This is an optimization exercise on Yosys and OpenROAD, whose aim is small area, a short achievable clock period and few clock cycles, not a production implementation.
No run shown here included a check of the RTL's function; only the layout flow was run.

==> flow/design.v (outline; a module is shown in full before it is edited, if it fits) <==
// module produto_escalar: 1553 lines
// module produto_escalar_fa: 7 lines
module produto_escalar (
    input  logic         clk_i,
    input  logic         rst_i,
    input  logic         iniciar,
    input  logic [31:0]  a0, a1, a2, a3, a4, a5, a6, a7,
    input  logic [31:0]  b0, b1, b2, b3, b4, b5, b6, b7,
    output logic [63:0]  resultado,
    output logic         concluido
);
  // ...
==> flow/flow/run.sh <==
#!/bin/bash
set -e
echo 'export BUFFER_PORTS_ARGS = -buffer_cell sky130_fd_sc_hd__buf_1' >> config.mk
bash standard.sh SETUP_SLACK_MARGIN=7.5 finish > standard.log 2>&1
==> flow/standard.sh <==
#!/bin/bash
# synth_recipe.tcl (not shown) runs the flow's synth.tcl, then flattens the netlist and writes it again
# the make line also repeats each setting of config.mk as NAME=value (left out here)
make -C /OpenROAD-flow-scripts/flow DESIGN_CONFIG=/design/flow/config.mk WORK_HOME=/design/flow/orfs CLKGATE_MAP_FILE= SYNTH_SCRIPT=/design/flow/synth_recipe.tcl "${@:-finish}"
==> flow/config.mk <==
export PLATFORM = sky130hd
export DESIGN_NAME = produto_escalar
export DESIGN_NICKNAME = produto_escalar
export VERILOG_FILES = /design/flow/design.v
export SDC_FILE = /design/flow/constraint.sdc
export NUM_CORES = 4
export LEC_CHECK = 0
export CAP_MARGIN = 20
export CORE_MARGIN = 2
export CORE_UTILIZATION = 40
export SLEW_MARGIN = 20
export SYNTH_HIERARCHICAL = 1
export SYNTH_MINIMUM_KEEP_SIZE = 0
export BUFFER_PORTS_ARGS = -buffer_cell sky130_fd_sc_hd__buf_1
==> flow/constraint.sdc <==
create_clock -name core_clock -period 11.5 [get_ports {clk_i}]
set_input_delay 2.3000 -clock core_clock [delete_from_list [all_inputs] [get_ports {clk_i}]]
set_output_delay 2.3000 -clock core_clock [all_outputs]
set_load 0.01 [all_outputs]
==> results.json, run 1 <==
{
  "dieWidth_um": 296,
  "routed_wl_um": 154000,
  "arrival_ns": 4.84,
  "fin_util_pct": 46.8,
  "worstHoldStart": "hs43",
  "pre_cts_slack_ns": 5.89,
  "n_all_inverters": 41,
  "cts_resized": 108,
  "outcome": "timing/DRC/antenna clean",
  "synth_xor_area_share_pct": 15.5,
  "dp.cells": 4783,
  "use_met3_pct": 9.06,
  "vias_per_cell": 6.17,
  "synth_common_cells": "a22oi_1 (625), xnor2_1 (532), fa_1 (494)",
  "yosys_register_bits": 336,
  "syn_to_final_growth_pct": 16.3,
  "cp_top_family": "compound AO/OA/AOI/OAI gates",
  "rsz0062_at_grt": "yes",
  "n_tap_cell": 1144,
  "vias": 30300,
  "rr_worst_depth": 14,
  "final_cells": 4909,
  "postRouteAntennaNets": 0,
  "synth_enable_flop_cells": 0,
  "clockBufferDepth": 3
}
==> inputs of run 2 (changes only) <==
==> flow/flow/run.sh (replaced) <==
#!/bin/bash
set -e
echo 'export BUFFER_PORTS_ARGS = -buffer_cell sky130_fd_sc_hd__buf_1' >> config.mk
bash standard.sh SETUP_SLACK_MARGIN=7 finish > standard.log 2>&1
==> results.json, run 2 <==
{
  "hold_viol": 0,
  "drt-pass1-iter-count": 9,
  "reg2reg_from": "fase[2]",
  "dieWidth_um": 296,
  "syn_inst": 3345,
  "postRouteAntennaNets": 0,
  "synth_fa_ha_area_share_pct": 33.0,
  "outcome": "timing/DRC/antenna clean",
  "clk_pin_slew_ns": 0.06,
  "grtUsageTotal_pct": 34.5,
  "synth_xor_area_share_pct": 15.5,
  "yosysMostFrequentCell": "a22oi_1",
  "synth_top_area_share_pct": 28.9,
  "setup_viol": 0,
  "start_kind": "flip-flop",
  "worstSetupPathType": "flip-flop to flip-flop",
  "required_ns": 11.96,
  "gp_congestion": 0.940,
  "synthesis.area_um2": 34200,
  "crit_start": "fase[2]",
  "rr_worst_depth": 16,
  "final_common_cell": "a22oi_1",
  "grt_pass1_vias": 30400,
  "max_slew_margin_pct": 13.1,
  "cts_root_buf": "clkbuf_16",
  "n_fill_cell": 8208,
  "dp_hpwl_um": 108000,
  "synth_common_cells": "a22oi_1 (625), xnor2_1 (532), fa_1 (494)",
  "vias_per_cell": 6.19,
  "arrival_ns": 4.86,
  "layout_min_cycle_time_ns": 4.40,
  "routed_wl_um": 154000,
  "io_buffers": 579,
  "r2r-end": "resultado[60]",
  "largest_reg_flops": 64,
  "worst_slew_pin_slew_ns": 1.30,
  "htree_levels": 2,
  "cts_sinks": 336,
  "vias": 30100,
  "syn_to_final_growth_pct": 13.1,
  "synth_top_family_by_area": "adder cells",
  "avgSynthCellArea_um2": 10.2,
  "postPlaceCellArea_um2": 37000,
  "core_area_um2": 84900,
  "endpoint": "resultado[60]",
  "setup_tns_ns": 0,
  "rows": 107,
  "finalMaxSlewViolations": 0,
  "hold_path_class": "flip-flop to flip-flop",
  "yosys_register_bits": 336,
  "worst_setup_path_end_kind": "flip-flop",
  "drc_errors": 0,
  "first_iter_violations": 4326,
  "async_flop_share_pct": 0,
  "layout_common_cells": "a22oi_1 (625), buf_1 (579), xnor2_1 (532)",
  "clk_latency_ns": 0.59,
  "grt_pass1_wl_um": 217000,
  "holdPathStages": 1,
  "dieArea_um2": 87800,
  "path_max_fanout": 11,
  "rrSetupSlack_ns": 7.10,
  "min_period_over_period_pct": 38.3,
  "synth-simple-area-share_pct": 6.57,
  "synth_ff_type": "dfxtp_1",
  "skew_ns": 0.0200,
  "cts_buffers": 40,
  "drive_gt1_share_pct": 7.08,
  "fin_nets": 4807,
  "rsz0062_at_grt": "yes",
  "synthTopCellsByArea": "fa_1 (29%), dfxtp_1 (20%), a22oi_1 (14%), xnor2_1 (14%), ha_1 (4.1%)",
  "synth_cell_types": 68,
  "regMostFlops": "resultado",
  "yosysSeqAreaShare_pct": 19.7,
  "grt_antenna_before_repair": 8,
  "pre_cts_slack_ns": 6.47,
  "yosys.area.top_type": "fa_1",
  "synth-compound-area-share_pct": 20.8,
  "ios": 580,
  "grt-ovfl-total": 0,
  "max-cap-violations": 0,
  "top_regs": "resultado (64), prod0 (62), prod1 (60)",
  "initial_utilization_pct": 40.3,
  "setup_slack_ns": 7.10,
  "fmax_mhz": 227,
  "cts_tree": "done",
  "yosys_warnings": 7,
  "design_area_um2": 38700,
  "avgRoutedWirePerCell_um": 31.6,
  "synth_mux_area_share_pct": 0,
  "synth_enable_flop_cells": 0,
  "clockBufferDepth": 3,
  "grt_max_degree": 67,
  "die_h_um": 296
}
run 2: cells by family (layout without fill, tap and decap cells):
kind of cell | after synthesis | in the layout
other | 2 | 13
buffers and inverters | 408 | 772
XOR/XNOR | 605 | 605
adder cells (fa/ha/maj) | 605 | 605
AO/OA/AOI/OAI | 958 | 958
flip-flops | 336 | 336
AND/OR/NAND/NOR | 431 | 431
run 2: critical path, stage by stage (launching register included):
cell	delay, ns
dfxtp_4	0.38
buf_4	0.14
buf_16	0.17
nor2b_1	0.09
fa_1	0.56
fa_1	0.42
ha_1	0.38
a21oi_1	0.23
o21ai_0	0.17
a21oi_1	0.34
nand4_1	0.14
buf_4	0.19
a311oi_2	0.30
a211o_1	0.32
o2111a_1	0.26
a211oi_2	0.05
xor2_1	0.15
run 2: layer usage:
| layer | vias up | share of wire [%] | GRT usage [%] |
|---|---|---|---|
| met5 | - | 0.0065 | 0 |
| met2 | 2199 | 43 | 51.1 |
| met4 | 2 | 9.3 | 26.6 |
| li1 | 12600 | - | - |
| met3 | 462 | 12 | 10.7 |
| met1 | 14800 | 36 | 41.8 |
run 2: worst min path at each step:
stage / startpoint / to / slack (ns)
6_report: hs43 / resultado[0] / 0.46
3_5_place_dp: hs43 / resultado[0] / 0.45
3_3_place_gp: hs43 / resultado[0] / 0.45
5_1_grt: hs43 / resultado[0] / 0.47
2_1_floorplan: neg_r[0] / prod0[0] / 0.33
4_1_cts: hs43 / resultado[0] / 0.46
run 2: modules after synthesis, one instance, submodules excluded:
module              flops+latches  area (um2)
produto_escalar               336       24300
produto_escalar_fa              0        20.0
run 2: repair_timing:
action | in CTS | in global routing
gates cloned | 0 | 1
pin swaps | 2 | 8
gates resized for setup | 2 | 25
endpoints found under the setup margin | 24 | 19
hold buffers | 0 | 0
buffers inserted | 5 | 8
run 2: through the flow:
step,hold WS (ns),utilization [%],std cells
6_report,0.459,45.6,4864
3_5_place_dp,0.447,43.6,4771
5_1_grt,0.467,45.6,4863
3_3_place_gp,0.445,43.6,4771
2_1_floorplan,0.329,-,3353
4_1_cts,0.462,45.3,4848
run 2: layout make-up:
type                    instances  area (um2)  share of cell area, %
multi-input cells            2609       26100                   67.4
flip-flops and latches        336        6800                   17.6
diodes                          3        7.51                 0.0194
repair buffers                659        2860                   7.39
clock inverters                24         273                  0.705
well taps                    1144        1430                   3.70
clock buffers                  48        1080                   2.80
inverters                      41         154                  0.398

## re-timing with driven ports
No port has a modelled driver above. Below, the same layouts with a new extraction and two added sets of constraints.
Step 1 sets driving cells, clkbuf_16 on the clock port and buf_2 on the other inputs (assumed; they add their load-dependent delay and slew).
Step 2 times the ports against the registers' clock, not the clock port: input delays grow and output delays shrink by t, the midpoint of the rising clock arrivals with the driver on.
Three values: no drivers, after step 1, after step 2; two values: the first two.
run	t (ns)	setup WS [ns]	hold slack, ns
run 1	0.635	7.172 / 7.172 / 6.892	0.461 / 0.461 / 0.461
run 2	0.647	7.099 / 7.099 / 6.864	0.459 / 0.459 / 0.459
After both steps setup and hold are still met in every run listed. For run 1, which loses most, drivers alone change the setup slack by 0.000 ns; drivers and shift together by -0.280 ns.
